Context: an optimization exercise on an open-source flow, tuned for small area and a short achievable clock period. The choices shown serve that exercise and are no tape-out recipe.
Where RTL was checked, it was by simulation tests only, not by an equivalence proof against the original.
Power is estimated from default activity; no workload was simulated.

## mips_pipeline
module mips_pipeline( clk, rst, imem_addr, imem_rdata, dmem_addr, dmem_wdata, dmem_we, dmem_re, dmem_rdata, wb_we, wb_wn, wb_wd );
==> flow/config.mk <==
export PLATFORM = sky130hd
export DESIGN_NAME = mips_pipeline
export DESIGN_NICKNAME = mips_pipeline
export VERILOG_FILES = /design/flow/design.v
export SDC_FILE = /design/flow/constraint.sdc
export NUM_CORES = 4
export LEC_CHECK = 0
export CAP_MARGIN = 20
export CORE_MARGIN = 2
export CORE_UTILIZATION = 50
export CTS_BUF_LIST = sky130_fd_sc_hd__clkbuf_16
export CTS_CLUSTER_DIAMETER = 100
export CTS_CLUSTER_SIZE = 24
export SLEW_MARGIN = 20
==> flow/constraint.sdc <==
create_clock -name core_clock -period 14.5 [get_ports {clk}]
set_input_delay 2.9000 -clock core_clock [delete_from_list [all_inputs] [get_ports {clk}]]
set_output_delay 2.9000 -clock core_clock [all_outputs]
set_load 0.01 [all_outputs]
standard.sh (not shown) runs the stock make flow with config.mk's settings and CLKGATE_MAP_FILE= SYNTH_SCRIPT=/design/flow/synth_recipe.tcl, a recipe that flattens the netlist after the stock synthesis.
==> flow/flow/run.sh <==
#!/bin/bash
# Standard ORFS layout (the standard.sh), with small plain buffers on the
# ports and a setup margin for timing repair.
export BUFFER_PORTS_ARGS="-buffer_cell sky130_fd_sc_hd__buf_2"
bash standard.sh SETUP_SLACK_MARGIN=10.5 finish > standard.log 2>&1
Next try:
--- a/flow/design.v
+++ b/flow/design.v
@@ -4,17 +4,17 @@
 	input  [31:0] imem_rdata;
 	output [31:0] dmem_addr, dmem_wdata;
 	output dmem_we, dmem_re;
 	input  [31:0] dmem_rdata;
 	output wb_we;
 	output [4:0] wb_wn;
 	output [31:0] wb_wd;
 	reg [31:0] pc;
-	reg [31:0] id_pc;
+	reg [31:0] id_pc16;	 
 	reg [31:0] id_ir;
 	reg [31:0] ex_a, ex_b, ex_x;
 	reg [4:0]  ex_wn;
 	reg        ex_we, ex_mrd, ex_mwr, ex_br, ex_jr, ex_div;
 	reg        ex_sub, ex_sum, ex_and, ex_or, ex_slt, ex_sll, ex_hi, ex_lo, ex_tgt;
 	reg [31:0] mem_out, mem_sd;
 	reg [31:0] mem_addr;	 
 	reg        mem_ld;	 
@@ -67,17 +67,17 @@
 		rt_v = 32'd0;
 		for ( k = 1; k < 32; k = k + 1 ) begin
 			rs_v = rs_v | ( {32{rs == k}} & rf[k] );
 			rt_v = rt_v | ( {32{rt == k}} & rf[k] );
 		end
 	end
 	wire use_imm = is_lw | is_sw | is_andi;
 	wire [31:0] ext_imm = { {16{imm[15] & ~is_andi}}, imm };
-	wire [31:0] id_tgt = id_pc + { {14{imm[15]}}, imm, 2'b00 } + 32'd16;
+	wire [31:0] id_tgt = id_pc16 + { {14{imm[15]}}, imm, 2'b00 };
 	wire [31:0] sum = ex_a + ( ex_b ^ {32{ex_sub}} ) + { 31'd0, ex_sub };
 	wire [31:0] shl = ex_b << ex_x[4:0];
 	wire        eq  = ( ex_a == ex_b );
 	wire [31:0] ex_out = ( {32{ex_sum}} & sum )
 	                   | ( {32{ex_and}} & ( ex_a & ex_b ) )
 	                   | ( {32{ex_or}}  & ( ex_a | ex_b ) )
 	                   | ( {32{ex_slt}} & { 31'd0, sum[31] } )
 	                   | ( {32{ex_sll}} & shl )
@@ -101,17 +101,17 @@
 	                    : ( mem_redir ? ( mem_out == 32'd0 ) : ( pc == 32'hfffffffc ) );
 	always @( posedge clk ) begin
 		if ( rst )
 			pc <= 32'd0;
 		else if ( ~pc_hold )
 			pc <= pc_nx;
 	end
 	always @( posedge clk ) begin
-		id_pc <= pc;
+		id_pc16 <= pc + 32'd16;
 		id_ir[25:0] <= imem_rdata[25:0];
 		if ( rst )
 			id_ir[31:26] <= 6'h3f;	 
 		else
 			id_ir[31:26] <= imem_rdata[31:26];
 	end
 	always @( posedge clk ) begin
 		ex_a  <= rs_v;
@@ -141,17 +141,18 @@
 			ex_mwr <= is_sw;
 			ex_br  <= is_beq;
 			ex_jr  <= is_r & ( fn == 6'd8 );
 			ex_div <= is_r & ( fn == 6'd27 );
 		end
 	end
 	always @( posedge clk ) begin
 		mem_out <= ex_out;
-		mem_addr <= ex_out & {32{ex_mrd | ex_mwr}};
+		if ( ex_mrd | ex_mwr )
+			mem_addr <= ex_out;
 		mem_ld  <= ex_mrd;
 		mem_sd  <= ex_x;
 		mem_wn  <= ex_wn;
 		if ( rst ) begin
 			mem_we    <= 1'b0;
 			mem_mrd   <= 1'b0;
 			mem_mwr   <= 1'b0;
 			mem_redir <= 1'b0;
After rerunning: Sequential share of layout area goes up by 0.87 points. Final area fell by 0.89%. Setup slack is worse by 200 ps. Critical path depth stays the same. Die area shrinks by 0.67%. Global-route usage goes up by 0.38 points. Core utilization shrinks by 0.29 points.

========
Another version of the RTL of mips_pipeline (not shown whole).
For scale: roughly 5400 cells after synthesis, roughly 1500 flip-flops, about 200 I/O pins, roughly 0.068 mm² of cells after synthesis.
==> flow/config.mk <==
export PLATFORM = sky130hd
export DESIGN_NAME = mips_pipeline
export DESIGN_NICKNAME = mips_pipeline
export VERILOG_FILES = /design/flow/design.v
export SDC_FILE = /design/flow/constraint.sdc
export NUM_CORES = 4
export LEC_CHECK = 0
export CAP_MARGIN = 20
export CORE_MARGIN = 2
export CORE_UTILIZATION = 65
export CTS_BUF_LIST = sky130_fd_sc_hd__clkbuf_16
export CTS_CLUSTER_DIAMETER = 100
export CTS_CLUSTER_SIZE = 30
export SLEW_MARGIN = 20
==> flow/constraint.sdc <==
create_clock -name core_clock -period 14.5 [get_ports {clk}]
set_input_delay 2.9000 -clock core_clock [delete_from_list [all_inputs] [get_ports {clk}]]
set_output_delay 2.9000 -clock core_clock [all_outputs]
set_load 0.01 [all_outputs]
==> flow/flow/run.sh <==
#!/bin/bash
# Standard ORFS layout (the standard.sh) with a setup margin for timing repair.
bash standard.sh SETUP_SLACK_MARGIN=10.5 finish > standard.log 2>&1
The starting point completed without violations.
==> next run, changes <==
--- a/flow/design.v
+++ b/flow/design.v
@@ -52,36 +52,20 @@
 	wire f_sub  = ( fn == 6'd34 );
 	wire f_or   = ( fn == 6'd37 );
 	wire f_slt  = ( fn == 6'd42 );
 	wire f_sll  = ( fn == 6'd0 );
 	wire f_hi   = ( fn == 6'd16 );
 	wire f_lo   = ( fn == 6'd18 );
 	wire f_and  = ~( f_add | f_sub | f_or | f_slt | f_sll | f_hi | f_lo );
 	wire [4:0] id_wn = is_r ? rd : rt;
 	wire id_we = ( is_r | is_lw | is_andi ) & ( id_wn != 5'd0 );
-	reg [31:0] rs_v, rt_v;
-	reg [31:0] rs_g, rt_g;
-	integer g, k;
-	always @* begin
-		rs_v = 32'd0;
-		rt_v = 32'd0;
-		for ( g = 0; g < 4; g = g + 1 ) begin
-			rs_g = 32'd0;
-			rt_g = 32'd0;
-			for ( k = 0; k < 8; k = k + 1 )
-				if ( g * 8 + k != 0 ) begin
-					rs_g = rs_g | ( {32{rs[2:0] == k}} & rf[g * 8 + k] );
-					rt_g = rt_g | ( {32{rt[2:0] == k}} & rf[g * 8 + k] );
-				end
-			rs_v = rs_v | ( {32{rs[4:3] == g}} & rs_g );
-			rt_v = rt_v | ( {32{rt[4:3] == g}} & rt_g );
-		end
-	end
+	wire [31:0] rs_v = ( rs == 5'd0 ) ? 32'd0 : rf[rs];
+	wire [31:0] rt_v = ( rt == 5'd0 ) ? 32'd0 : rf[rt];
 	wire use_imm = is_lw | is_sw | is_andi;
 	wire [31:0] ext_imm = { {16{imm[15] & ~is_andi}}, imm };
 	wire [31:0] id_tgt = id_pc + { {14{imm[15]}}, imm, 2'b00 } + 32'd16;
 	wire [31:0] sum = ex_a + ( ex_b ^ {32{ex_sub}} ) + { 31'd0, ex_sub };
 	wire [31:0] shl = ex_b << ex_x[4:0];
 	wire        eq  = ( ex_a == ex_b );
 	wire [31:0] ex_out = ( {32{ex_sum}} & sum )
 	                   | ( {32{ex_and}} & ( ex_a & ex_b ) )
 	                   | ( {32{ex_or}}  & ( ex_a | ex_b ) )
After rerunning: The changed run produced a clean layout. Setup slack got worse by 0.027 ns. Final area grows by a few percent. Area after synthesis is higher by a few percent. Non-clock buffer count is lower by 29. Hold slack gets worse by 0.0074 ns. Power goes down slightly. First-iteration DRC count is lower by a quarter to a third.
No functional check of the RTL was part of any run of this note.

what the ideal ports hide:
Ports are ideal in the flow. The routed layouts listed here were re-timed in OpenROAD.
Step 1, drivers: a clkbuf_16 drives clk and a buf_2 each remaining input, both assumed.
Step 2 adds t to the input delays and takes it off the output delays; t is the mean of the earliest and latest rising clock arrival at the registers after step 1. Input paths then give back, and output paths get back, about the clock's delay inside the block.
Three values: ideal ports, drivers, drivers and shift; two values: the first two.
| run | t, ns | setup slack, ns | worst setup path after step 2 |
|---|---|---|---|
| the first run of note 1 | 0.809 | 10.370 / 10.292 / 10.256 | input to register |
| the second run of note 1 | 0.806 | 10.168 / 10.091 / 10.335 | input to register |
| the first run of note 2 | 0.832 | 10.227 / 10.156 / 10.241 | input to register |
| the second run of note 2 | 0.833 | 10.200 / 10.116 / 10.224 | input to register |
After both steps setup and hold are still met in every run listed. The setup slack of the first run of note 1, which loses most, moves by -0.078 ns with the drivers and by -0.114 ns with both steps.
